This is an optimization exercise on Yosys and OpenROAD, whose aim is small area and a short achievable clock period, not a production implementation. At most, simulation tests tie the RTL to the original design; equivalence was not proved.

v58:
## dct_core
module dct_core (
    input                clk,
    input                rst_n,
    input                start,
    input signed [255:0] a1,
    output               done,
    output       [255:0] final_output
);
For scale: roughly 35000 cells after synthesis, ~5000 flip-flops, roughly 270000 sq um of cells after synthesis.
==> flow/config.mk <==
export PLATFORM = sky130hd
export DESIGN_NAME = dct_core
export DESIGN_NICKNAME = dct_core
export VERILOG_FILES = /design/flow/design.v
export SDC_FILE = /design/flow/constraint.sdc
export NUM_CORES = 8
export LEC_CHECK = 0
export ABC_AREA = 1
export CAP_MARGIN = 20
export CORE_MARGIN = 2
export CORE_UTILIZATION = 60
export CTS_CLUSTER_DIAMETER = 70
export CTS_CLUSTER_SIZE = 30
export PLACE_DENSITY = 0.72
export SLEW_MARGIN = 40
==> flow/constraint.sdc <==
create_clock -name core_clock -period 10.0 [get_ports {clk}]
set_input_delay 2.0000 -clock core_clock [delete_from_list [all_inputs] [get_ports {clk}]]
set_output_delay 2.0000 -clock core_clock [all_outputs]
set_load 0.01 [all_outputs]
standard.sh (not shown) runs the stock make flow with config.mk's settings and CLKGATE_MAP_FILE= SYNTH_SCRIPT=/design/flow/synth_recipe.tcl, a recipe that flattens the netlist after the stock synthesis.
==> flow/flow/run.sh <==
#!/bin/bash
set -e
bash standard.sh BUFFER_PORTS_ARGS="-buffer_cell sky130_fd_sc_hd__buf_4" \
    SETUP_SLACK_MARGIN=0 synth floorplan > flow_floorplan.log 2>&1
bash standard.sh BUFFER_PORTS_ARGS="-buffer_cell sky130_fd_sc_hd__buf_4" \
    SETUP_SLACK_MARGIN=6.7 finish > flow.log 2>&1
v58 ended with every stage complete and zero timing, DRC or antenna violations.
> inputs changed (v58 -> v53)
- a change of CORE_UTILIZATION from 60 to 55
- a change of PLACE_DENSITY from 0.72 to 0.68
--- a/flow/flow/run.sh
+++ b/flow/flow/run.sh
@@ -5,2 +5,2 @@
 bash standard.sh BUFFER_PORTS_ARGS="-buffer_cell sky130_fd_sc_hd__buf_4" \
-    SETUP_SLACK_MARGIN=6.7 finish > flow.log 2>&1
+    SETUP_SLACK_MARGIN=6.6 finish > flow.log 2>&1
==> summary.txt <==
Worst max-slew margin expressed relative to the limit for v53 is lower than for v58.
Summary — proportion of layout cells with a drive suffix above 1, v53 relative to v58: lower, by 1.6 points.
The footprint of the flip-flops and latches of v53 and that of v58 are within noise of each other.
Input-level comparison between v9 and v53:
- ABC_AREA changed from 1 to 0
- PLACE_DENSITY changed from 0.68 to 0.72
- CORE_UTILIZATION changed from 55 to 60
==> summary.txt <==
- In v9, count of clock-buffer cells in the layout is lower than in v53.
- Delta (v9 minus v53): via count of the first global-routing pass now larger; die area now smaller; met2 usage now larger; final cell area excluding filler cells now larger.
- Delta (v9 minus v53): share of the core filled with cells went up 14 points, fmax shrank by 12%.

---

dct_core, a different RTL version from the one above (not shown whole).
For scale: roughly 40,000 cells after synthesis.
// dct_core
module dct_core (
    input                clk,
    input                rst_n,
    input                start,
    input signed [255:0] a1,
    output               done,
    output       [255:0] final_output
);
clock: 10.0 ns
lec_check: 0
abc_area: 1
cap_margin: 20
core_margin: 2
core_utilization: 60
cts_cluster_diameter: 70
cts_cluster_size: 30
place_density: 0.72
slew_margin: 40
==> flow/flow/run.sh <==
#!/bin/bash
set -e
bash standard.sh BUFFER_PORTS_ARGS="-buffer_cell sky130_fd_sc_hd__buf_4" \
    SETUP_SLACK_MARGIN=6.6 finish > flow.log 2>&1
Rerun with:
==> flow/flow/run.sh (replaced) <==
#!/bin/bash
set -e
bash standard.sh BUFFER_PORTS_ARGS="-buffer_cell sky130_fd_sc_hd__buf_4" \
    SETUP_SLACK_MARGIN=6.5 finish > flow.log 2>&1
What happened:
- register-to-register slack degrades by 90 ps
- final cell count is about the same
- hold slack is worse by 15 ps
- core utilization decreases by 0.56 points
- sequential cell count stays the same
- global-route usage decreases by 0.29 points
Rerun with:
==> flow/flow/run.sh (replaced) <==
#!/bin/bash
set -e
bash standard.sh BUFFER_PORTS_ARGS="-buffer_cell sky130_fd_sc_hd__buf_4" \
    SETUP_SLACK_MARGIN=6.7 finish > flow.log 2>&1
The new run finished with timing, DRC and antenna clean.
Global-route usage is higher by 0.23 points.
Wire length rises by 0.96%.
Area after synthesis does not change.
Utilization came out higher by 1.5 points.
Non-clock buffer count came out higher by 360.
Sequential share of layout area goes down by 0.69 points.
Cell count went up by about 0.9%.
Clock-buffer cell count went up by 13.
Fmax goes up by about 0.5%.
Rerun with:
==> flow/flow/run.sh (replaced) <==
#!/bin/bash
set -e
bash standard.sh BUFFER_PORTS_ARGS="-buffer_cell sky130_fd_sc_hd__buf_4" \
    SETUP_SLACK_MARGIN=6.6 finish > flow.log 2>&1
CORE_UTILIZATION = 65   (was 60)
PLACE_DENSITY = 0.75   (was 0.72)
Core utilization grows by 4.5 points. Final area shrinks by about 2%. Worst setup slack degrades by 260 ps. Clock skew shrinks by 24 ps.
No run of this note included a check of the RTL's function; only the layout flow was run.

---

Setup of raven:
dct_core, a different RTL version from the one above (not shown whole).
Size: about 5,200 flip-flops, ~520 I/O pins, roughly 0.27 mm2 of cells after synthesis.
export LEC_CHECK = 0
export ABC_AREA = 1
export CAP_MARGIN = 20
export CORE_MARGIN = 2
export CORE_UTILIZATION = 60
export CTS_CLUSTER_DIAMETER = 70
export CTS_CLUSTER_SIZE = 30
export GPL_ROUTABILITY_DRIVEN = 0
export PLACE_DENSITY = 0.72
export SLEW_MARGIN = 40
create_clock -name core_clock -period 10.0 [get_ports {clk}]
==> flow/flow/run.sh <==
#!/bin/bash
set -e
bash standard.sh BUFFER_PORTS_ARGS="-buffer_cell sky130_fd_sc_hd__buf_4" \
    SETUP_SLACK_MARGIN=6.6 finish > flow.log 2>&1
In raven the implementation ran to completion but is not tape-out ready, as the final checks report capacitance limit, slew limit.
Edits applied to the flow inputs when going from raven to pepper:
Settings: GPL_ROUTABILITY_DRIVEN: 0 -> unset.
[summary]
Out of pepper and raven, the only run to close with the timing, design-rule and antenna checks passing was pepper. [raven] flow finished | final checks: failed | reasons: capacitance limit, slew limit. Status: core utilization parity (raven, pepper). There was hardly any difference in standard cell area after detailed placement between raven and pepper. Changes observed in pepper relative to raven: final-layout clock buffer total now sits lower; number of cells after detailed placement now sits at about the same level; shortest clock period the worst path allows after layout now sits higher. Between raven and pepper, the area of the multi-input gates does not differ in any meaningful way. Worst setup margin for pepper is lower than for raven. For final worst hold slack, pepper and raven come out practically identical.
--- input diff pepper..umber ---
Settings: TNS_END_PERCENT newly set to 30.
--- outcome ---
Worst hold slack: umber worse than pepper
In umber the met3 track utilization from global routing turned out 0.15 points higher than in pepper.
Summary — wire length of the first global-routing pass, umber relative to pepper: lower, by about 0.9%.
After detailed routing, pepper needs more wire than umber.

==> port drivers added, routing unchanged <==
How much do the figures lean on ideal ports? The routed layouts below were timed once more, with nothing changed but the port constraints.
Step 1 assumes that a clkbuf_16 drives the clock port and a buf_2 every other input.
Step 2 times the ports against the registers' clock, not the clock port: input delays grow and output delays shrink by t, the midpoint of the rising clock arrivals with the driver on.
a / b / c = ideal / step 1 / step 2; a / b = the first two.
run | t (ns) | setup WS [ns] | worst data-port slew with drivers (ns)
v58 | 1.133 | 6.457 / 6.324 / 5.692 | 0.08
v53 | 1.127 | 6.510 / 6.377 / 5.606 | 0.05
v9 | 1.143 | 6.015 / 6.015 / 5.226 | 0.11
the first run of note 2 | 1.159 | 6.457 / 6.319 / 5.608 | 0.08
the second run of note 2 | 1.177 | 6.450 / 6.313 / 5.553 | 0.10
the third run of note 2 | 1.145 | 6.468 / 6.327 / 5.707 | 0.07
the fourth run of note 2 | 1.188 | 6.209 / 6.209 / 5.573 | 0.08
raven | 1.141 | 6.485 / 6.356 / 5.597 | 0.06
pepper | 1.146 | 6.471 / 6.332 / 5.651 | 0.07
umber | 1.144 | 6.421 / 6.288 / 5.596 | 0.08
For v53, which loses most, drivers alone change the setup slack by -0.133 ns; drivers and shift together by -0.904 ns.
